This design comes from an exercise in tuning for a short achievable clock period and few clock cycles per item on the open sky130 flow, not from production work. Only simulation tests tie the RTL to the original design; equivalence was not proved. Power figures rest on the tool's default switching activity, not on a simulated workload.

Design APRSC, start of the top module:
module APRSC (
	input             reset,       
	input             clk,         
	input      [31:0] i_wb_adr,    
	input      [3:0]  i_wb_sel,    
	input             i_wb_we,     
	output     [31:0] o_wb_dat,    
	input      [31:0] i_wb_dat,    
	input             i_wb_cyc,    
	input             i_wb_stb,    
	output            o_wb_ack,    
	output            o_wb_err     
);
localparam APRSC_TR   = 16'h0000;
localparam APRSC_DQ   = 16'h0004;
localparam APRSC_REQ  = 16'h0008;
localparam APRSC_RATE = 16'h000C;
localparam APRSC_A2P  = 16'h0010;
localparam APRSC_SE   = 16'h0014;
localparam APRSC_ACK  = 16'h0018;
localparam APRSC_SR   = 16'h001C;
wire wb_req   = i_wb_stb & i_wb_cyc;
wire wb_write = wb_req & i_wb_we;
wire wb_read  = wb_req & ~i_wb_we;
wire rd_reg = (i_wb_adr[15:5] == 11'h000) & i_wb_adr[4] & (i_wb_adr[1:0] == 2'b00);
reg  rd_other;
assign o_wb_err = 1'b0;
reg         shift;                        
wire        pk1, pk2, pk1n, pk2n;
wire [10:0] sr1, sr2, sr1n, sr2n;
wire [10:0] dq1, dq2, dq3, dq4, dq5, dq6;
wire [10:0] dq1n, dq2n, dq3n, dq4n, dq5n, dq6n;
wire [15:0] a1, a2, a1n, a2n;
wire [15:0] b1, b2, b3, b4, b5, b6;
wire [15:0] b1n, b2n, b3n, b4n, b5n, b6n;
  ...
Size: about 24000 cells after synthesis, roughly 8100 flip-flops, about 0.34 sq mm of cells after synthesis.
export LEC_CHECK = 0
export CAP_MARGIN = 20
export CORE_MARGIN = 2
export CORE_UTILIZATION = 40
export SLEW_MARGIN = 20
create_clock -name core_clock -period 11.5 [get_ports {clk}]
standard.sh (not shown) runs the stock make flow with config.mk's settings and CLKGATE_MAP_FILE= SYNTH_SCRIPT=/design/flow/synth_recipe.tcl, a recipe that flattens the netlist after the stock synthesis.
==> flow/flow/run.sh <==
#!/bin/bash
# Standard layout, with plain buffers (not delay cells) on the ports,
# resizing not limited to the same cell footprint, the bus interface's
# port-to-port logic mapped on its own, and the bus pins kept together on
# one edge (flow/io.tcl), so that the port-to-port read path is short.
set -euo pipefail
bash standard.sh \
  MATCH_CELL_FOOTPRINT=0 \
  "BUFFER_PORTS_ARGS=-buffer_cell sky130_fd_sc_hd__buf_4" \
  SETUP_SLACK_MARGIN=6.5 \
  "SYNTH_KEEP_MODULES=APRSC_BUS APRSC_DEC" \
  TNS_END_PERCENT=100 \
  IO_CONSTRAINTS=$PWD/flow/io.tcl \
  finish > standard_flow.log 2>&1
==> flow/flow/io.tcl <==
# Keep the bus pins that carry port-to-port and port-to-register paths
# together on the top edge, so that the logic between them is short.
set bus_pins {}
for {set i 0} {$i < 16} {incr i} { lappend bus_pins "i_wb_adr\[$i\]" }
lappend bus_pins i_wb_cyc i_wb_stb i_wb_we o_wb_ack
for {set i 0} {$i < 32} {incr i} { lappend bus_pins "o_wb_dat\[$i\]" }
for {set i 0} {$i < 16} {incr i} { lappend bus_pins "i_wb_dat\[$i\]" }
set_io_pin_constraint -pin_names $bus_pins -region top:* -group
Testbench counts at the start, summed over its fixed seeds: cycles 36,864, samples 4,096.
Change:
--- a/flow/design.v
+++ b/flow/design.v
@@ -1418,48 +1418,43 @@
 		rdq_a2p <= rd_other_nx ? 16'hbeef : a2p_nx;
 		rdq_se  <= rd_other_nx ? 16'hbeef : {1'b0, se_nx};
 		rdq_ack <= rd_other_nx ? 16'hbeef : {15'h0000, ack_nx};
 		rdq_sr  <= rd_other_nx ? 16'hbeef : sr_nx;
 	end
 end
-wire [15:0] rd_sel;
-APRSC_DEC DEC0 (.adr(i_wb_adr[3:2]), .sel(rd_sel[ 3: 0]));
-APRSC_DEC DEC1 (.adr(i_wb_adr[3:2]), .sel(rd_sel[ 7: 4]));
-APRSC_DEC DEC2 (.adr(i_wb_adr[3:2]), .sel(rd_sel[11: 8]));
-APRSC_DEC DEC3 (.adr(i_wb_adr[3:2]), .sel(rd_sel[15:12]));
+wire [3:0] rd_sel;
+APRSC_DEC DEC (.adr(i_wb_adr[3:2]), .sel(rd_sel));
 APRSC_BUS BUS (
 	.adr(i_wb_adr[15:0]), .we(i_wb_we), .cyc(i_wb_cyc), .stb(i_wb_stb), .rd_other(rd_other), .sel(rd_sel),
 	.rdq_hi(rdq_hi), .rdq_a2p(rdq_a2p), .rdq_se(rdq_se), .rdq_ack(rdq_ack), .rdq_sr(rdq_sr),
 	.ack(o_wb_ack), .dat(o_wb_dat)
 );
 endmodule  
 module APRSC_BUS (
 	input      [15:0] adr,
 	input             we,
 	input             cyc,
 	input             stb,
 	input             rd_other,    
-	input      [15:0] sel,         
+	input      [3:0]  sel,         
 	input      [15:0] rdq_hi,
 	input      [15:0] rdq_a2p,
 	input      [15:0] rdq_se,
 	input      [15:0] rdq_ack,
 	input      [15:0] rdq_sr,
 	output            ack,
 	output reg [31:0] dat
 );
 wire rd_reg = (adr[15:5] == 11'h000) & adr[4] & (adr[1:0] == 2'b00);
 assign ack = cyc & stb & (we | rd_reg | rd_other);
-integer k;
 always @(*) begin
 	dat[31:16] = rdq_hi;
-	for (k = 0; k < 16; k = k + 1)
-		dat[k] = (sel[4*(k/4)+0] & rdq_a2p[k])      
-		       | (sel[4*(k/4)+1] & rdq_se[k])       
-		       | (sel[4*(k/4)+2] & rdq_ack[k])      
-		       | (sel[4*(k/4)+3] & rdq_sr[k]);      
+	dat[15:0]  = ({16{sel[0]}} & rdq_a2p)      
+	           | ({16{sel[1]}} & rdq_se)       
+	           | ({16{sel[2]}} & rdq_ack)      
+	           | ({16{sel[3]}} & rdq_sr);      
 end
 endmodule  
 module APRSC_DEC (
 	input  [1:0] adr,
 	output [3:0] sel
 );
Result:
- The changed run passed the timing, DRC and antenna checks
- setup slack degrades by 0.031 ns
- routed wire length goes up by a few percent
- total power goes up slightly
- register-to-register slack is about the same
- worst hold slack degrades by 0.018 ns
- global-route usage goes up by 0.27 points
- clock power hardly moves
- non-clock buffer count goes down by 18
- critical path depth goes up by 1
- cell count is about the same
- fmax goes down slightly
- design area stays flat
Testbench counts after the change, summed over its fixed seeds: cycles 36,864, samples 4,096.

[separate check: timing with driven ports]
No port has a modelled driver above. Below, the same layouts with a new extraction and two added sets of constraints. Step 1 (the two cells are an assumption about what drives the block):
set clk [get_ports {clk}]
set_driving_cell -lib_cell sky130_fd_sc_hd__clkbuf_16 $clk
set_driving_cell -lib_cell sky130_fd_sc_hd__buf_2 [delete_from_list [all_inputs] $clk]
Step 2 times the ports against the registers' clock, not the clock port: input delays grow and output delays shrink by t, the midpoint of the rising clock arrivals with the driver on. Slacks: ideal / step 1 / step 2; pairs: ideal / step 1.
| run | t, ns | setup slack, ns | worst hold slack (ns) | worst data-port slew with drivers (ns) |
|---|---|---|---|---|
| the first run | 1.231 | 6.132 / 5.941 / 5.713 | 0.331 / 0.331 / 0.331 | 0.20 |
| the second run | 1.265 | 6.101 / 6.038 / 5.757 | 0.314 / 0.314 / 0.314 | 0.10 |
After both steps every run listed still meets setup and hold. The setup slack of the first run, which loses most, moves by -0.191 ns with the drivers and by -0.419 ns with both steps.
